Source: an optimization exercise on an open RTL-to-GDS flow (aim: small area and a short achievable clock period). Production flows keep margins and buffers that such runs may drop.
Only the layout flow was run in this run; the RTL was not checked for function there.
Power and IR drop assume default switching activity.

**config.mk**
```make
export PLATFORM = sky130hd
export DESIGN_NAME = ADDER_TREE
export DESIGN_NICKNAME = ADDER_TREE
export VERILOG_FILES = /design/flow/design.v
export SDC_FILE = /design/flow/constraint.sdc
export NUM_CORES = 4
export LEC_CHECK = 0
export CAP_MARGIN = 20
export CORE_MARGIN = 2
export CORE_UTILIZATION = 60
export SETUP_SLACK_MARGIN = 1.9
export SLEW_MARGIN = 20
```
**constraint.sdc**
```tcl
create_clock -name core_clock -period 4.0 [get_ports {clk}]
set_input_delay 0.8000 -clock core_clock [delete_from_list [all_inputs] [get_ports {clk}]]
set_output_delay 0.8000 -clock core_clock [all_outputs]
set_load 0.01 [all_outputs]
```
**design.v**
```verilog
module ADDER_TREE #(parameter DATA_IN_WIDTH = 8, DATA_OUT_WIDTH = 16)
  (clk, rst_n, ena, data_in1, data_in2, data_out, done, pipe);
  input clk, rst_n, ena;
  input [DATA_IN_WIDTH - 1:0] data_in1, data_in2;
  output [DATA_OUT_WIDTH:0] data_out;
  output done;
  output [6:0] pipe;
  reg        done;
  reg [6:0]  pipe;
  function [8:0] addrow;
    input [7:0] x;
    input [7:0] a;
    input       bk;
    reg   [7:0] r, p, g;
    reg   [8:0] c;
    integer i;
    begin
      r = a & {8{bk}};
      r[7] = ~r[7];
      for (i = 0; i < 7; i = i + 1)
        g[i] = (x[i] & a[i]) & bk;
      g[7] = x[7] & r[7];
      p = x ^ r;
      c[0] = 1'b0;
      for (i = 0; i < 8; i = i + 1)
        c[i+1] = g[i] | (p[i] & c[i]);
      addrow = {c[8], p ^ c[7:0]};
    end
  endfunction
  reg [7:0] a1, b1;
  always @(posedge clk)
    if (ena) begin
      a1 <= data_in1;
      b1 <= data_in2;
    end
  wire       s0 = a1[7] & b1[0];
  wire       s1 = a1[7] & b1[1];
  reg  [9:0] x2;
  reg  [7:0] a2;
  reg  [7:2] b2;
  always @(posedge clk) begin
    x2 <= {1'b0, ~s0, s0, a1[6:0] & {7{b1[0]}}}
        + {~s1, a1[6:0] & {7{b1[1]}}, 1'b0};
    a2 <= a1;
    b2 <= b1[7:2];
  end
  reg  [10:0] x3;
  reg  [7:0]  a3;
  reg  [7:3]  b3;
  always @(posedge clk) begin
    x3 <= {addrow(x2[9:2], a2, b2[2]), x2[1:0]};
    a3 <= a2;
    b3 <= b2[7:3];
  end
  reg  [11:0] x4;
  reg  [7:0]  a4;
  reg  [7:4]  b4;
  always @(posedge clk) begin
    x4 <= {addrow(x3[10:3], a3, b3[3]), x3[2:0]};
    a4 <= a3;
    b4 <= b3[7:4];
  end
  reg  [12:0] x5;
  reg  [7:0]  a5;
  reg  [7:5]  b5;
  always @(posedge clk) begin
    x5 <= {addrow(x4[11:4], a4, b4[4]), x4[3:0]};
    a5 <= a4;
    b5 <= b4[7:5];
  end
  reg  [13:0] x6;
  reg  [7:0]  a6;
  reg  [7:6]  b6;
  always @(posedge clk) begin
    x6 <= {addrow(x5[12:5], a5, b5[5]), x5[4:0]};
    a6 <= a5;
    b6 <= b5[7:6];
  end
  reg  [14:0] x7;
  reg  [7:0]  a7;
  reg         b7;
  always @(posedge clk) begin
    x7 <= {addrow(x6[13:6], a6, b6[6]), x6[5:0]};
    a7 <= a6;
    b7 <= b6[7];
  end
  wire [15:0] x8 = {addrow(x7[14:7], a7, b7), x7[6:0]} ^ 16'h8000;
  reg  [15:0] p8;
  always @(posedge clk or negedge rst_n) begin
    if (!rst_n) begin
      pipe <= 7'b0;
      done <= 1'b0;
      p8   <= 16'b0;
    end else begin
      pipe <= {pipe[5:0], pipe[0] | ena};
      done <= pipe[6];
      p8   <= x8 & {16{pipe[6]}};
    end
  end
  assign data_out = {p8[15], p8};
endmodule
```
**flow/run.sh**
```bash
#!/bin/bash
# The standard layout (standard.sh) with three changes to how it is made:
# plain buffers on the ports instead of the delay cells buffer_ports picks
# by default, and clock tree synthesis with larger sink clusters and without
# dummy loads.
set -euo pipefail
export BUFFER_PORTS_ARGS="-buffer_cell sky130_fd_sc_hd__buf_1"
export CTS_ARGS="-sink_clustering_enable -repair_clock_nets -dont_use_dummy_load -buf_list {sky130_fd_sc_hd__clkbuf_8}"
bash standard.sh > standard_make.log 2>&1
```
**standard.sh**
```bash
#!/bin/bash
# synth_recipe.tcl (not shown) runs the flow's synth.tcl, then flattens the netlist and writes it again
# the make line also repeats each setting of config.mk as NAME=value (left out here)
make -C /OpenROAD-flow-scripts/flow DESIGN_CONFIG=/design/flow/config.mk WORK_HOME=/design/flow/orfs CLKGATE_MAP_FILE= SYNTH_SCRIPT=/design/flow/synth_recipe.tcl "${@:-finish}"
```
==> summary.txt <==
DR vias/cell 4.94; clk slew on worst S/H paths 80 ps; worst setup path start b6[6]; Placeable Area 0.00973 mm²; DP HPWL 5.87 mm; post-synth top area share 48.2%; Hold Path Class flop to flop; unrepaired setup endpoints after global routing true; CP max FO 2; Placement Cell Area 0.00711 mm²; Clk Latency, worst-skew pair 440 ps; leakage 3.00 nW; Hold Startpoint x6[4]; flop-to-flop setup slack 660 ps; Most used DFF post-synth dfxtp_1; Max Freq 300 MHz; Die Width 104 µm; Fin Setup TNS 0 ps; final hold violation count 0; R2R cell count 15; Critical Path Sink Type flop; Syn Nets 513; status timing/DRC/antenna clean; Max-cap violations 0; Final min period 3340 ps; starting DRC count in detailed routing 64; FP Rows 36; max-slew violations 0; # port buffers 43; Max VDD drop 0.357 mV; data arrival time of the worst path 3710 ps; TritonCTS clock tree done; #FFs+latches synth 184; Post-Synthesis Cells 443; Starting Density 61.5%; DR vias 3189; max_slew headroom 31.6%; ant diodes 0; WHS Endpoint x7[4]; Final #Nets 584; Area growth syn-to-layout 26.9%; Post-route DRC 0; fraction of layout cells with a size suffix above 1 28.7%; H-tree depth 4; IO Pins 44; Crit Path Category flop to flop; wire per inst 13.3 µm; main area contributors after synthesis dfxtp_1 (48%), dfrtp_1 (10%), ha_1 (9.2%); gr usage total 18.1%; final antenna-violating net count 0; vias in the first global route 3308; Clock Path Buffers 2; CP required 4370 ps; fin util 78.1%; total clock sinks 184; power density over cell area 641 mW/mm²; gpl congestion 0.658; largest net degree at the start of global routing 25; Worst Hold Path Cells 0; Synth area leader dfxtp_1; sequential area share after synthesis 66.2%; Post-synth top cells dfxtp_1 (144), nand2_1 (51), xnor2_1 (45); Cell Area, Synth 0.00598 mm²; Num CTS Buffers 17; Root Driver clkbuf_8; R2R Path End x7[13]; Final setup viols 0; fin area 0.00759 mm²; Post-synth EDFFs 16; antenna violations before repair 0; Worst-Margin Slew 1030 ps; most common cell in the synthesized netlist dfxtp_1; Tcrit/Tclk final 83.4%; Reg-to-Reg Start b6[6]; final WL 8.60 mm; die area 0.0108 mm²; number of unique standard cell types used by synthesis 26; GRT overflow 0; Synth warnings 1; first-pass GRT wire length 14.7 mm; total power 4.87 mW; CP startpoint kind flop; Worst Clk Skew 17.4 ps; mean area per synthesized cell 13.5 µm²; Die H 104 µm; number of detailed-route iterations in the first pass 6; ys async rst share 13.0%
-- layout make-up --
type,instances,area [µm²]
Tap cell,133,166
Inverter,8,30.0
Fill cell,606,2130
Multi-Input combinational cell,243,2840
Timing Repair Buffer,60,330
Clock buffer,17,234
Sequential cell,184,4000
-- cell usage in the layout (no fill, tap or decap), drive strengths merged, types with 2 or more instances in the layout --
master	instances
and3	7
xnor2	45
inv	8
fa	7
ha	44
a21oi	6
and2	28
buf	60
a31o	35
nand2	51
clkbuf	17
edfxtp	16
o21a	2
dfxtp	144
nor2b	3
o21ai	2
nor2	7
dfrtp	24
-- report_power, final --
part           switching (mW)  total (mW)  internal, mW
sequential              0.274        2.61          2.33
combinational           0.581        1.38         0.799
clock                   0.506       0.881         0.375
total                    1.36        4.87          3.51
-- critical path: stages (launching register included) --
cell	delay (ps)
dfxtp_4	370
buf_12	130
and3_4	150
ha_4	150
a31o_4	210
ha_4	150
a31o_4	210
ha_4	150
a31o_4	200
ha_4	150
a31o_4	210
ha_4	150
a31o_4	200
ha_4	150
a31o_4	200
fa_2	510
-- flip-flops by register name (all words and copies together) (netlist names), 3 cells and up --
name	cells
a1	8
a2	8
a3	8
a4	8
a5	8
a6	8
a7	8
b1	8
b2	6
b3	5
b4	4
b5	3
p8	16
pipe	7
x2	10
x3	11
x4	12
x5	13
x6	14
x7	15
-- metal layers --
metal,up-vias,share of wire [%],global-route usage [%]
li1,1621,-,-
met1,1497,36,16.9
met2,58,59,34.3
met3,13,3.2,6.20
met4,0,2.4,9.75
met5,-,0,0
-- what timing repair did --
| item | in CTS | in global routing |
|---|---|---|
| hold endpoints to repair | 0 | 0 |
| hold buffers | 0 | 0 |
| resized for setup | 32 | 12 |
| pin swaps | 5 | 8 |
| endpoints found under the setup margin | 29 | 28 |
| buffers inserted | 12 | 0 |
-- worst max path at each step --
stage,endpoint,slack (ps),depth (start not counted)
after global placement,p8[14],540,16
after detailed placement,p8[14],480,16
after CTS,x7[13],660,15
after global routing,x7[13],610,15
final,x7[13],660,15
after floorplan,x5[11],660,16
-- logic make-up (layout without fill, tap and decap cells) --
kind of cell | after synthesis | count (layout) | synth area share [%]
compound gates | 48 | 48 | 6.61
xor+xnor | 46 | 46 | 6.73
fa+ha+maj | 51 | 51 | 11.5
buf+inv | 16 | 85 | 1.07
flops | 184 | 184 | 66.2
simple gates | 98 | 98 | 7.80
-- through the flow --
stage	setup WS (ps)	instances	hold WS, ps
floorplan	658	443	310
global placement	535	616	310
detailed placement	485	616	312
CTS	655	645	301
global route	612	645	318
finish	662	645	320

[re-timing with driven ports]
How much do the figures lean on ideal ports? The routed layout below was timed once more, with nothing changed but the port constraints. Step 1 (the two cells are an assumption about what drives the block):
set clk [get_ports {clk}]
set_driving_cell -lib_cell sky130_fd_sc_hd__clkbuf_16 $clk
set_driving_cell -lib_cell sky130_fd_sc_hd__buf_2 [delete_from_list [all_inputs] $clk]
Step 2 adds t to the input delays and takes it off the output delays; t is the mean of the earliest and latest rising clock arrival at the registers after step 1. Input paths then give back, and output paths get back, about the clock's delay inside the block. Three values: ideal, step 1, step 2; two values: the first two.
t, ns: 0.464
setup WS [ns]: 0.662 / 0.662 / 0.662
pins driven straight from the clock port: 1
After both steps setup and hold are still met in this run. The setup slack of this run moves by 0.000 ns with the drivers and by 0.000 ns with both steps.
